From an optimization exercise on the open Yosys and OpenROAD flow, aimed at small area; shortcuts taken in it are not production practice.
Where RTL was checked, it was by simulation tests only, not by an equivalence proof against the original.
Power and IR drop assume default switching activity.

== JK ==
==> flow/design.v <==
module router_fsm(input clock,resetn,pkt_valid,fifo_full,fifo_empty_0,fifo_empty_1,fifo_empty_2,soft_reset_0,soft_reset_1,soft_reset_2,parity_done,low_pkt_valid,input[1:0]data_in, output write_enb_reg,detect_add,ld_state,laf_state,lfd_state,rst_int_reg,busy,output reg [1:0]temp);
parameter decode_address    =3'b000,
	  load_first_data   =3'b001,
	  load_data         =3'b010,
	  fifo_full_state   =3'b011,
	  load_after_full   =3'b100,
	  load_parity       =3'b101,
	  check_parity_error=3'b110,
	  wait_till_empty   =3'b111;
reg [2:0]ps,ns;
always@(posedge clock)
	if(!resetn)
		temp<=0;
	else if(ps==decode_address)
		temp<=data_in;
wire sel_empty = (data_in==2'b00) ? fifo_empty_0 : (data_in==2'b01) ? fifo_empty_1 : fifo_empty_2;
wire cur_empty = (temp==2'b00) ? fifo_empty_0 : (temp==2'b01) ? fifo_empty_1 : (temp==2'b10) ? fifo_empty_2 : 1'b0;
wire cur_sr    = (temp==2'b00) ? soft_reset_0 : (temp==2'b01) ? soft_reset_1 : (temp==2'b10) ? soft_reset_2 : 1'b0;
always@(posedge clock)
	if(!resetn || cur_sr)
		ps<=decode_address;
	else
		ps<=ns;
always@(*)
begin
	ns=ps;
	case(ps)
		decode_address:
			if(pkt_valid && data_in!=2'b11)
				ns = sel_empty ? load_first_data : wait_till_empty;
		load_first_data:
			ns=load_data;
		load_data:
			if(fifo_full)
				ns=fifo_full_state;
			else if(!pkt_valid)
				ns=load_parity;
		fifo_full_state:
			if(!fifo_full)
				ns=load_after_full;
		load_after_full:
			if(parity_done)
				ns=decode_address;
			else if(low_pkt_valid)
				ns=load_parity;
			else
				ns=load_data;
		load_parity:
			ns=check_parity_error;
		check_parity_error:
			ns = fifo_full ? fifo_full_state : decode_address;
		wait_till_empty:
			if(cur_empty)
				ns=load_first_data;
	endcase
end
assign detect_add = (ps==decode_address);
assign lfd_state  = (ps==load_first_data);
assign ld_state   = (ps==load_data);
assign busy = (ps!=decode_address) && (ps!=load_data);
assign write_enb_reg = (ps==load_data) || (ps==load_parity) || (ps==load_after_full);
assign laf_state = (ps==load_after_full);
assign rst_int_reg = (ps==check_parity_error);
endmodule
module router_sync(input clock,resetn,full_0,full_1,full_2,empty_0,empty_1,empty_2,write_enb_reg,read_enb_0,read_enb_1,read_enb_2,input[1:0]temp,output [2:0]write_enb,output vld_out_0,vld_out_1,vld_out_2,output fifo_full,output soft_reset_0,soft_reset_1,soft_reset_2);
assign fifo_full = (temp==2'b00) ? full_0 : (temp==2'b01) ? full_1 : (temp==2'b10) ? full_2 : 1'b0;
assign write_enb = write_enb_reg ? {temp==2'b10, temp==2'b01, temp==2'b00} : 3'b000;
assign vld_out_0 = ~empty_0;
assign vld_out_1 = ~empty_1;
assign vld_out_2 = ~empty_2;
router_wdog W0 (.clock(clock),.resetn(resetn),.vld(vld_out_0),.read_enb(read_enb_0),.soft_reset(soft_reset_0));
router_wdog W1 (.clock(clock),.resetn(resetn),.vld(vld_out_1),.read_enb(read_enb_1),.soft_reset(soft_reset_1));
router_wdog W2 (.clock(clock),.resetn(resetn),.vld(vld_out_2),.read_enb(read_enb_2),.soft_reset(soft_reset_2));
endmodule
module router_wdog(input clock,resetn,vld,read_enb,output reg soft_reset);
reg [4:0]count;
wire last = count[4] & ~count[2] & ~count[1] & ~count[0];
always@(posedge clock)
	if(!resetn || !vld || read_enb || last)
		count<=0;
	else
		count<={count[3:0], ~(count[4]^count[2])};
always@(posedge clock)
	soft_reset <= resetn && vld && !read_enb && last;
endmodule
module router_reg(input clock,resetn,pkt_valid,fifo_full,rst_int_reg,detect_add,ld_state,laf_state,lfd_state,input[7:0]data_in,output reg err,parity_done,low_pkt_valid,output reg[7:0]dout);
reg[7:0]full_byte,parity_diff;
wire hdr_ld = detect_add && pkt_valid && data_in[1:0]!=2'b11;
always@(posedge clock)
	if(hdr_ld || (ld_state && !fifo_full))
		dout<=data_in;
	else if(laf_state)
		dout<=full_byte;
always@(posedge clock)
	if(ld_state && fifo_full)
		full_byte<=data_in;
always@(posedge clock)
	if(!resetn)
		parity_diff<=8'd0;
	else if(detect_add)
		parity_diff<= hdr_ld ? data_in : 8'd0;
	else if(ld_state)
		parity_diff<=parity_diff^data_in;
always@(posedge clock)
	if(!resetn || rst_int_reg)
		low_pkt_valid<=1'b0;
	else if(ld_state && !pkt_valid)
		low_pkt_valid<=1'b1;
always@(posedge clock)
	if(!resetn)
		parity_done<=1'b0;
	else if((ld_state && !fifo_full && !pkt_valid) || (laf_state && low_pkt_valid))
		parity_done<=1'b1;
	else if(detect_add)
		parity_done<=1'b0;
always@(posedge clock)
	if(!resetn)
		err<=1'b0;
	else if(parity_done)
		err<= |parity_diff;
endmodule
module router_fifo(input clock,resetn,soft_reset,write_enb,read_enb,input[7:0]data_in,output full,empty,output [7:0]data_out);
reg [3:0]count;
reg cleared;
reg [7:0]mem[15:0];
integer i;
assign full  = count==4'd15;
assign empty = count==4'd0;
wire wr = write_enb && !full;
wire rd = read_enb && !empty;
always@(posedge clock)
	if(wr) begin
		mem[0]<=data_in;
		for(i=1;i<16;i=i+1)
			mem[i]<=mem[i-1];
	end
always@(posedge clock)
	if(!resetn || soft_reset)
		count<=0;
	else if(wr && !rd)
		count<=count+1'b1;
	else if(rd && !wr)
		count<=count-1'b1;
always@(posedge clock)
	if(!resetn || soft_reset)
		cleared<=1'b1;
	else if(rd)
		cleared<=1'b0;
wire [7:0]q0 = count[1] ? (count[0]?mem[3]:mem[2]) : (count[0]?mem[1]:mem[0]);
wire [7:0]q1 = count[1] ? (count[0]?mem[7]:mem[6]) : (count[0]?mem[5]:mem[4]);
wire [7:0]q2 = count[1] ? (count[0]?mem[11]:mem[10]) : (count[0]?mem[9]:mem[8]);
wire [7:0]q3 = count[1] ? (count[0]?mem[15]:mem[14]) : (count[0]?mem[13]:mem[12]);
wire [7:0]r = count[3] ? (count[2]?q3:q2) : (count[2]?q1:q0);
assign data_out = cleared ? 8'd0 : r;
endmodule
module router_top(input clock,resetn,read_enb_0,read_enb_1,read_enb_2,pkt_valid,input [7:0]data_in, output [7:0]data_out_0,data_out_1,data_out_2, output vld_out_0,vld_out_1,vld_out_2,err,busy);
wire [2:0]write_enb;
wire [7:0]dout;
wire [1:0]temp;
wire fifo_full,empty_0,empty_1,empty_2,full_0,full_1,full_2,soft_reset_0,soft_reset_1,soft_reset_2;
wire parity_done,low_pkt_valid,write_enb_reg,detect_add,ld_state,laf_state,lfd_state,rst_int_reg;
router_fsm FSM1 (.clock(clock),.resetn(resetn),.pkt_valid(pkt_valid),.fifo_full(fifo_full),
	.fifo_empty_0(empty_0),.fifo_empty_1(empty_1),.fifo_empty_2(empty_2),
	.soft_reset_0(soft_reset_0),.soft_reset_1(soft_reset_1),.soft_reset_2(soft_reset_2),
	.parity_done(parity_done),.low_pkt_valid(low_pkt_valid),.data_in(data_in[1:0]),
	.write_enb_reg(write_enb_reg),.detect_add(detect_add),.ld_state(ld_state),.laf_state(laf_state),
	.lfd_state(lfd_state),.rst_int_reg(rst_int_reg),.busy(busy),.temp(temp));
router_sync SYNC1 (.clock(clock),.resetn(resetn),.temp(temp),.full_0(full_0),.full_1(full_1),.full_2(full_2),
	.empty_0(empty_0),.empty_1(empty_1),.empty_2(empty_2),.write_enb_reg(write_enb_reg),
	.read_enb_0(read_enb_0),.read_enb_1(read_enb_1),.read_enb_2(read_enb_2),.write_enb(write_enb),
	.vld_out_0(vld_out_0),.vld_out_1(vld_out_1),.vld_out_2(vld_out_2),.fifo_full(fifo_full),
	.soft_reset_0(soft_reset_0),.soft_reset_1(soft_reset_1),.soft_reset_2(soft_reset_2));
router_reg REG1 (.clock(clock),.resetn(resetn),.pkt_valid(pkt_valid),.fifo_full(fifo_full),.rst_int_reg(rst_int_reg),
	.detect_add(detect_add),.ld_state(ld_state),.laf_state(laf_state),.lfd_state(lfd_state),.data_in(data_in),
	.err(err),.parity_done(parity_done),.low_pkt_valid(low_pkt_valid),.dout(dout));
router_fifo FIFO0 (.clock(clock),.resetn(resetn),.soft_reset(soft_reset_0),.write_enb(write_enb[0]),.read_enb(read_enb_0),.data_in(dout),.full(full_0),.empty(empty_0),.data_out(data_out_0));
router_fifo FIFO1 (.clock(clock),.resetn(resetn),.soft_reset(soft_reset_1),.write_enb(write_enb[1]),.read_enb(read_enb_1),.data_in(dout),.full(full_1),.empty(empty_1),.data_out(data_out_1));
router_fifo FIFO2 (.clock(clock),.resetn(resetn),.soft_reset(soft_reset_2),.write_enb(write_enb[2]),.read_enb(read_enb_2),.data_in(dout),.full(full_2),.empty(empty_2),.data_out(data_out_2));
endmodule
==> flow/config.mk <==
export PLATFORM = sky130hd
export DESIGN_NAME = router_top
export DESIGN_NICKNAME = router_top
export VERILOG_FILES = /design/flow/design.v
export SDC_FILE = /design/flow/constraint.sdc
export NUM_CORES = 4
export LEC_CHECK = 0
export CAP_MARGIN = 20
export CORE_MARGIN = 2
export CORE_UTILIZATION = 60
export CTS_CLUSTER_DIAMETER = 80
export CTS_CLUSTER_SIZE = 30
export SLEW_MARGIN = 20
==> flow/constraint.sdc <==
create_clock -name core_clock -period 5.0 [get_ports {clock}]
set_input_delay 1.0000 -clock core_clock [delete_from_list [all_inputs] [get_ports {clock}]]
set_output_delay 1.0000 -clock core_clock [all_outputs]
set_load 0.01 [all_outputs]
run.sh (not shown) runs the stock make flow with config.mk's settings and CLKGATE_MAP_FILE= SYNTH_SCRIPT=/design/flow/synth_recipe.tcl, a recipe that flattens the netlist after the stock synthesis.
diff inputs: JK => MS
diff --git a/flow/design.v b/flow/design.v
--- a/flow/design.v
+++ b/flow/design.v
@@ -146,12 +146,18 @@
 		cleared<=1'b1;
 	else if(rd)
 		cleared<=1'b0;
-wire [7:0]q0 = count[1] ? (count[0]?mem[3]:mem[2]) : (count[0]?mem[1]:mem[0]);
-wire [7:0]q1 = count[1] ? (count[0]?mem[7]:mem[6]) : (count[0]?mem[5]:mem[4]);
-wire [7:0]q2 = count[1] ? (count[0]?mem[11]:mem[10]) : (count[0]?mem[9]:mem[8]);
-wire [7:0]q3 = count[1] ? (count[0]?mem[15]:mem[14]) : (count[0]?mem[13]:mem[12]);
-wire [7:0]r = count[3] ? (count[2]?q3:q2) : (count[2]?q1:q0);
-assign data_out = cleared ? 8'd0 : r;
+wire [3:0]sa = 4'b1 << count[1:0];
+wire [3:0]sb = (4'b1 << count[3:2]) & {4{~cleared}};
+reg [7:0]r,t; integer j,k;
+always@(*) begin
+	r=0;
+	for(k=0;k<4;k=k+1) begin
+		t=0;
+		for(j=0;j<4;j=j+1) t = t | ({8{sa[j]}} & mem[4*k+j]);
+		r = r | ({8{sb[k]}} & t);
+	end
+end
+assign data_out = r;
 endmodule
 module router_top(input clock,resetn,read_enb_0,read_enb_1,read_enb_2,pkt_valid,input [7:0]data_in, output [7:0]data_out_0,data_out_1,data_out_2, output vld_out_0,vld_out_1,vld_out_2,err,busy);
 wire [2:0]write_enb;
Notes after the runs:
From JK to MS the numbers moved as follows: number of global-route vias before repair decreased 2.4%, instance count of the mapped netlist now sits lower, proportion of power drawn by the clock network went down by 0.9 points, hold slack was more or less identical. Sort MS and JK by number of signal-net buffers in the layout, ascending, and JK comes first. MS leaves more setup margin than JK. Final instance area delta (MS -> JK): insignificant. Taking JK as the reference, in MS adder-cell share of the synthesized area stayed essentially flat; standard cell area after detailed placement stayed essentially flat; number of clock-tree buffers in the layout fell by 6.9%.
The RTL of MS was laid out without a check of its function.

port drivers added, routing unchanged:
How much do the figures lean on ideal ports? The routed layouts below were timed once more, with nothing changed but the port constraints. Step 1 (the two cells are an assumption about what drives the block):
set clk [get_ports {clock}]
set_driving_cell -lib_cell sky130_fd_sc_hd__clkbuf_16 $clk
set_driving_cell -lib_cell sky130_fd_sc_hd__buf_2 [delete_from_list [all_inputs] $clk]
Step 2 also shifts input and output timing later by t, the mid clock arrival at the registers, as if the neighbouring blocks saw the same clock. Slacks: ideal ports / drivers / drivers and shift; pairs: ideal ports / drivers.
| run | shift t [ns] | slack for setup (ns) | hold WS [ns] |
|---|---|---|---|
| JK | 0.576 | 0.596 / 0.548 / 1.124 | 0.448 / 0.448 / 0.448 |
| MS | 0.568 | 0.669 / 0.617 / 1.185 | 0.449 / 0.449 / 0.449 |
After both steps every run listed still meets setup and hold.
